What follows belongs to an exercise in optimizing a design on an open flow for small area; a production flow would make more cautious choices.
Power figures rest on the tool's default switching activity, not on a simulated workload.

==> v31 <==
Design AHBPERIPH, start of the top module:
module AHBPERIPH(
  input  wire        HCLK,
  input  wire        HRESETn,
  input  wire [31:0] HADDR,
  input  wire [1:0]  HTRANS,
  input  wire        HWRITE,
  input  wire [31:0] HWDATA,
  output reg  [31:0] HRDATA,
  output wire        HREADY,
  input  wire        RsRx,
  output wire        RsTx,
  input  wire        capture_event,
  output wire        PWM_OUT,
  input  wire [15:0] GPIOIN,
  output wire [15:0] GPIOOUT,
  output wire [6:0]  seg,
  output wire        dp,
  output wire [3:0]  an,
  output wire        uart_irq,
  output wire        timer_irq,
  output wire        gpio_irq
);
export LEC_CHECK = 0
export CAP_MARGIN = 20
export CORE_MARGIN = 2
export CORE_UTILIZATION = 40
export PLACE_DENSITY = 0.6
export SLEW_MARGIN = 20
create_clock -name core_clock -period 10.0 [get_ports {HCLK}]
standard.sh (not shown) runs the stock make flow with config.mk's settings and CLKGATE_MAP_FILE= SYNTH_SCRIPT=/design/flow/synth_recipe.tcl, a recipe that flattens the netlist after the stock synthesis.
==> flow/flow/run.sh <==
#!/bin/bash
set -euo pipefail
W=$PWD
# Synthesis script: synth_recipe.tcl with abc's -script argument replaced.
{
  echo "proc abc {args} {"
  echo "  set i [lsearch -exact \$args -script]"
  echo "  if {\$i >= 0} { lset args [expr {\$i + 1}] $W/flow/area.abc }"
  echo "  yosys abc {*}\$args"
  echo "}"
  cat synth_recipe.tcl
} > my_synth.tcl
sed "s|SYNTH_SCRIPT=[^ ]*|SYNTH_SCRIPT=$W/my_synth.tcl|" standard.sh > my_standard.sh
grep -q "SYNTH_SCRIPT=$W/my_synth.tcl" my_standard.sh
export BUFFER_PORTS_ARGS="-buffer_cell sky130_fd_sc_hd__buf_1"
export CTS_ARGS="-sink_clustering_enable -repair_clock_nets -dont_use_dummy_load -buf_list sky130_fd_sc_hd__clkbuf_8 -sink_clustering_size 14 -sink_clustering_max_diameter 50"
bash my_standard.sh > standard.log 2>&1
==> flow/flow/area.abc <==
strash
dc2
dch -f
amap -m -F 4 -A 8
==> v8: changes against v31 <==
==> flow/flow/run.sh (replaced) <==
#!/bin/bash
set -e
cp standard.sh standard.sh.copy.txt
export BUFFER_PORTS_ARGS="-buffer_cell sky130_fd_sc_hd__buf_1"
export CTS_ARGS="-sink_clustering_enable -repair_clock_nets -dont_use_dummy_load -buf_list sky130_fd_sc_hd__clkbuf_4"
bash standard.sh > standard.log 2>&1
removed: flow/flow/area.abc
==> v15: changes against v31 <==
==> flow/flow/run.sh (replaced) <==
#!/bin/bash
set -euo pipefail
W=$PWD
# Synthesis script: synth_recipe.tcl with abc's -script argument replaced.
{
  echo "proc abc {args} {"
  echo "  set i [lsearch -exact \$args -script]"
  echo "  if {\$i >= 0} { lset args [expr {\$i + 1}] $W/flow/area.abc }"
  echo "  yosys abc {*}\$args"
  echo "}"
  cat synth_recipe.tcl
} > my_synth.tcl
sed "s|SYNTH_SCRIPT=[^ ]*|SYNTH_SCRIPT=$W/my_synth.tcl|" standard.sh > my_standard.sh
grep -q "SYNTH_SCRIPT=$W/my_synth.tcl" my_standard.sh
export BUFFER_PORTS_ARGS="-buffer_cell sky130_fd_sc_hd__buf_1"
export CTS_ARGS="-sink_clustering_enable -repair_clock_nets -dont_use_dummy_load -buf_list sky130_fd_sc_hd__clkbuf_4 -root_buf sky130_fd_sc_hd__clkbuf_16 -sink_clustering_size 8 -sink_clustering_max_diameter 40"
bash my_standard.sh > standard.log 2>&1
- CORE_UTILIZATION: 40 -> 55
- PLACE_DENSITY: 0.6 -> 0.7
==> v28: changes against v31 <==
--- a/flow/design.v
+++ b/flow/design.v
@@ -121,30 +121,26 @@
   wire tx_full, tx_empty, rx_full, rx_empty;
   wire [3:0] tx_rptr, rx_rptr;
   wire [127:0] tx_mem, rx_mem;
   assign HREADY = ~((d_slot == S_U) & tx_full);
   wire uart_wr = sel_u &  a_wr & ra0;
   wire uart_rd = sel_u & ~a_wr & ra0;
   wire baud_wr = sel_u &  a_wr & ra1 & ~tx_full;
   wire par_wr  = sel_u &  a_wr & ra2;
-  reg [15:0] BAUD_r;
-  reg        baud_v;
+  reg [15:0] BAUD;
   reg [7:0]  PARR;
   reg        w_baud;
-  wire [15:0] BAUD = baud_v ? BAUD_r : 16'd326;
-  always @(posedge HCLK)
-    if (baud_wr) BAUD_r <= HWDATA[15:0];
   always @(posedge HCLK or negedge HRESETn)
     if (!HRESETn) begin
-      baud_v <= 1'b0;
+      BAUD   <= 16'd326;
       PARR   <= 8'd0;
       w_baud <= 1'b0;
     end else if (baud_wr) begin
-      baud_v <= 1'b1;
+      BAUD   <= HWDATA[15:0];
       w_baud <= 1'b1;
     end else if (par_wr) begin
       PARR   <= HWDATA[7:0];
     end else begin
       w_baud <= 1'b0;
     end
   wire baud_hi0 = (BAUD[15:9] == 7'd0);
   reg [2:0] fcode;
@@ -306,92 +302,81 @@
   reg [17:0] scan;
   always @(posedge HCLK or negedge HRESETn)
     if (!HRESETn) scan <= 18'h08000;
     else          scan <= scan + 1'b1;
   wire clk16 = &scan[3:0];
   wire [1:0] ring = scan[17:16];
   reg  [4:0]  control;
   reg  [31:0] load, cmp_val, value, cap_val;
-  reg         load_v, cmp_v, cap_v;
   reg         clear, t_state, t_out, t_irq;
   always @(posedge HCLK or negedge HRESETn)
     if (!HRESETn) begin
       control <= 5'd0;
+      load    <= 32'd0;
+      cmp_val <= 32'd0;
       clear   <= 1'b0;
-      load_v  <= 1'b0;
-      cmp_v   <= 1'b0;
     end else if (wr_t) begin
       if (ra2) control <= HWDATA[4:0];
-      if (ra3) clear   <= HWDATA[0];
-      if (ra0) load_v  <= 1'b1;
-      if (ra4) cmp_v   <= 1'b1;
-    end
-  always @(posedge HCLK)
-    if (wr_t) begin
       if (ra0) load    <= HWDATA;
       if (ra4) cmp_val <= HWDATA;
+      if (ra3) clear   <= HWDATA[0];
     end
   wire t_tick  = control[0] & (~control[4] | clk16);
   wire [2:0] t_mode = control[3:1];
   wire m_per = (t_mode == 3'd1);
   wire m_cmp = (t_mode == 3'd2);
   wire m_pwm = (t_mode == 3'd3);
   wire m_cap = (t_mode == 3'd4);
   wire m_free = ~(m_per | m_cmp | m_pwm | m_cap);
   wire v_zero = (value == 32'd0);
-  wire v_eq   = cmp_v ? (value == cmp_val) : v_zero;
+  wire v_eq   = (value == cmp_val);
   wire run    = t_tick & t_state;
   wire reload = ~t_state | (m_per & v_zero) | (m_cmp & v_eq) |
                 (m_pwm & ~v_eq & v_zero);
   wire irq_set = ((m_free | m_per) & v_zero) | (m_cmp & v_eq) |
                  (m_pwm & (v_eq | v_zero)) | (m_cap & capture_event);
-  wire cap_now = run & m_cap & capture_event;
-  always @(posedge HCLK)
-    if (t_tick)
-      value <= reload ? (load_v ? load : 32'd0) : value - 1'b1;
-  always @(posedge HCLK)
-    if (cap_now) cap_val <= value;
   always @(posedge HCLK or negedge HRESETn)
     if (!HRESETn) begin
       t_state <= 1'b0;
+      value   <= 32'd0;
       t_out   <= 1'b1;
-      cap_v   <= 1'b0;
+      cap_val <= 32'd0;
       t_irq   <= 1'b0;
     end else begin
-      if (t_tick) t_state <= 1'b1;
+      if (t_tick) begin
+        t_state <= 1'b1;
+        value   <= reload ? load : value - 1'b1;
+      end
       if (t_tick & ~t_state)
         t_out <= 1'b1;
       else if (run & m_pwm & v_eq)
         t_out <= 1'b0;
       else if (run & m_pwm & v_zero)
         t_out <= 1'b1;
-      if (cap_now) cap_v <= 1'b1;
+      if (run & m_cap & capture_event)
+        cap_val <= value;
       t_irq <= (run & irq_set) | (t_irq & ~clear);
     end
   assign PWM_OUT   = t_out;
   assign timer_irq = t_irq;
   reg [15:0] g_out, g_dir, g_mask, g_in, g_prev;
-  reg        g_mask_v;
   reg        g_irq;
-  wire [15:0] g_wmask = g_mask & g_dir & {16{g_mask_v}};
   always @(posedge HCLK or negedge HRESETn)
     if (!HRESETn) begin
-      g_out    <= 16'd0;
-      g_dir    <= 16'd0;
-      g_mask_v <= 1'b0;
+      g_out  <= 16'd0;
+      g_dir  <= 16'd0;
+      g_mask <= 16'd0;
     end else if (wr_g) begin
-      if (a_addr == 8'h08) g_mask_v <= 1'b1;
+      if (a_addr == 8'h08) g_mask <= HWDATA[15:0];
       if (a_addr == 8'h04) g_dir  <= HWDATA[15:0];
       if (a_addr == 8'h00)
-        g_out <= (g_out & ~g_wmask) | (HWDATA[15:0] & g_wmask);
+        g_out <= (g_out & ~(g_mask & g_dir)) | (HWDATA[15:0] & g_mask & g_dir);
     end
   always @(posedge HCLK)
-    if (wr_g & (a_addr == 8'h08)) g_mask <= HWDATA[15:0];
-  always @(posedge HCLK)
     g_in <= (g_dir & g_out) | (~g_dir & GPIOIN);
   always @(posedge HCLK or negedge HRESETn)
     if (!HRESETn) begin
       g_prev <= 16'd0;
       g_irq  <= 1'b0;
     end else begin
       g_prev <= GPIOIN;
       g_irq  <= |((GPIOIN ^ g_prev) & ~g_dir);
@@ -456,21 +441,21 @@
       S_N: HRDATA = 32'hDEADBEEF;
       S_U: begin
         if (ra0) HRDATA[7:0]  = rx_head;
         if (ra1) HRDATA[15:0] = BAUD;
         if (ra2) HRDATA[7:0]  = PARR;
         if (ra3) HRDATA[2:0]  = {tx_full, rx_empty, rx_perr};
       end
       S_T: begin
-        if (ra0 & load_v)  HRDATA = load;
-        if (ra1 & t_state) HRDATA = value;
+        if (ra0) HRDATA = load;
+        if (ra1) HRDATA = value;
         if (ra2) HRDATA[4:0] = control;
-        if (ra4 & cmp_v)   HRDATA = cmp_val;
-        if (ra5 & cap_v)   HRDATA = cap_val;
+        if (ra4) HRDATA = cmp_val;
+        if (ra5) HRDATA = cap_val;
       end
       S_G: HRDATA[15:0] = g_in;
       S_S: begin
         if (ra0) HRDATA[7:0] = DIG1;
         if (ra1) HRDATA[7:0] = DIG2;
         if (ra2) HRDATA[7:0] = DIG3;
         if (ra3) HRDATA[7:0] = DIG4;
         if (ra4) HRDATA[0]   = DISP;
==> flow/run.sh (new file) <==
#!/bin/bash
# synth_recipe.tcl (not shown) runs the flow's synth.tcl, then flattens the netlist and writes it again
# the make line also repeats each setting of config.mk as NAME=value (left out here)
make -C /OpenROAD-flow-scripts/flow DESIGN_CONFIG=/design/flow/config.mk WORK_HOME=/design/flow/orfs CLKGATE_MAP_FILE= SYNTH_SCRIPT=/design/flow/synth_recipe.tcl finish
- CORE_UTILIZATION: 40 -> 60
- CTS_BUF_LIST: unset -> sky130_fd_sc_hd__clkbuf_4
- PLACE_DENSITY: 0.6 -> 0.7
removed: flow/flow/run.sh
removed: flow/flow/area.abc
removed: flow/standard.sh
==> comparison table <==
item                                                                       v28                   v8                  v15                  v31
Cell total after placement                                                2796                 2952                 3110                 3322
CTS H-Tree Depth                                                             4                    4                    3                    3
Predominant post-synthesis flop cell                                   dfrtp_1             edfxtp_1             edfxtp_1             edfxtp_1
Power dissipated by switching net loads                              0.00140 W            0.00101 W           0.000926 W           0.000931 W
Combinational group share of total power                                 0.076                0.027                0.020                0.020
Post-synthesis instance area                                        29000 um^2           28200 um^2           27100 um^2           27100 um^2
Combinational power                                                 0.000433 W           0.000125 W          0.0000851 W          0.0000880 W
Adder and majority gate portion of the synthesized area                 0.0112               0.0119               0.0120               0.0120
Area share of buffers outside the clock network                         0.0499               0.0260               0.0288               0.0279
Sw Share                                                                 0.245                0.217                0.214                0.211
Post-Syn Nets                                                             2251                 2061                 2390                 2390
DR pass1 iterations                                                          7                    5                    6                    9
Highest-delay cell along the critical path                               or4_1               and2_2             clkinv_1             clkinv_1
Met1 capacity usage during global routing                                0.416                0.256                0.419                0.314
Global-route wire length before repair                               109000 um            106000 um            114000 um            118000 um
All-layer global routing usage                                           0.289                0.189                0.294                0.219
Detailed-placement wirelength estimate                                45500 um             44100 um             49500 um             51700 um
Internal power consumption                                           0.00430 W            0.00362 W            0.00340 W            0.00348 W
Result of the run                                     timing/DRC/antenna clean  timing/DRC/antenna clean  timing/DRC/antenna clean  timing/DRC/antenna clean
TAP cells                                                                  615                  940                  664                  873
Metal-1 WL                                                            31600 um             30600 um             30400 um             33400 um
Area of the core region                                             47600 um^2           69900 um^2           48700 um^2           67000 um^2
Worst reg2reg startpoint                                 value[11]$_DFFE_PN0P_  a_addr[5]$_DFFE_PN_  value[15]$_DFFE_PP_  value[28]$_DFFE_PP_
Hold Slack                                                            0.460 ns             0.460 ns             0.470 ns             0.465 ns
Cell count after synthesis                                                2138                 1948                 2277                 2277
Clock-pin slew on the worst setup and hold paths                       0.07 ns              0.05 ns              0.08 ns              0.09 ns
Function was not checked in any run of this note: the RTL went through the layout flow alone.

==> separate check: timing with driven ports <==
No port has a modelled driver above. Below, the same layouts with a new extraction and two added sets of constraints.
Step 1 assumes that a clkbuf_16 drives the clock port and a buf_2 every other input.
Step 2, shift: input delay + t, output delay - t, t = (earliest + latest rising clock arrival at the registers) / 2. This alone moves slack from input paths to output paths.
a / b / c = ideal ports / drivers / drivers and shift; a / b = the first two.
| run | shift t [ns] | setup slack, ns | hold slack, ns | worst data-port slew with drivers (ns) | cell pins on the clock port's net |
|---|---|---|---|---|---|
| v31 | 0.710 | 2.348 / 2.294 / 3.003 | 0.465 / 0.465 / 0.465 | 0.07 | 1 |
| v8 | 0.962 | 3.828 / 3.766 / 4.727 | 0.460 / 0.460 / 0.460 | 0.10 | 1 |
| v15 | 0.635 | 2.385 / 2.326 / 2.961 | 0.470 / 0.470 / 0.470 | 0.10 | 1 |
| v28 | 1.039 | 3.003 / 2.947 / 3.986 | 0.460 / 0.460 / 0.460 | 0.09 | 1 |
After both steps setup and hold are still met in every run listed.
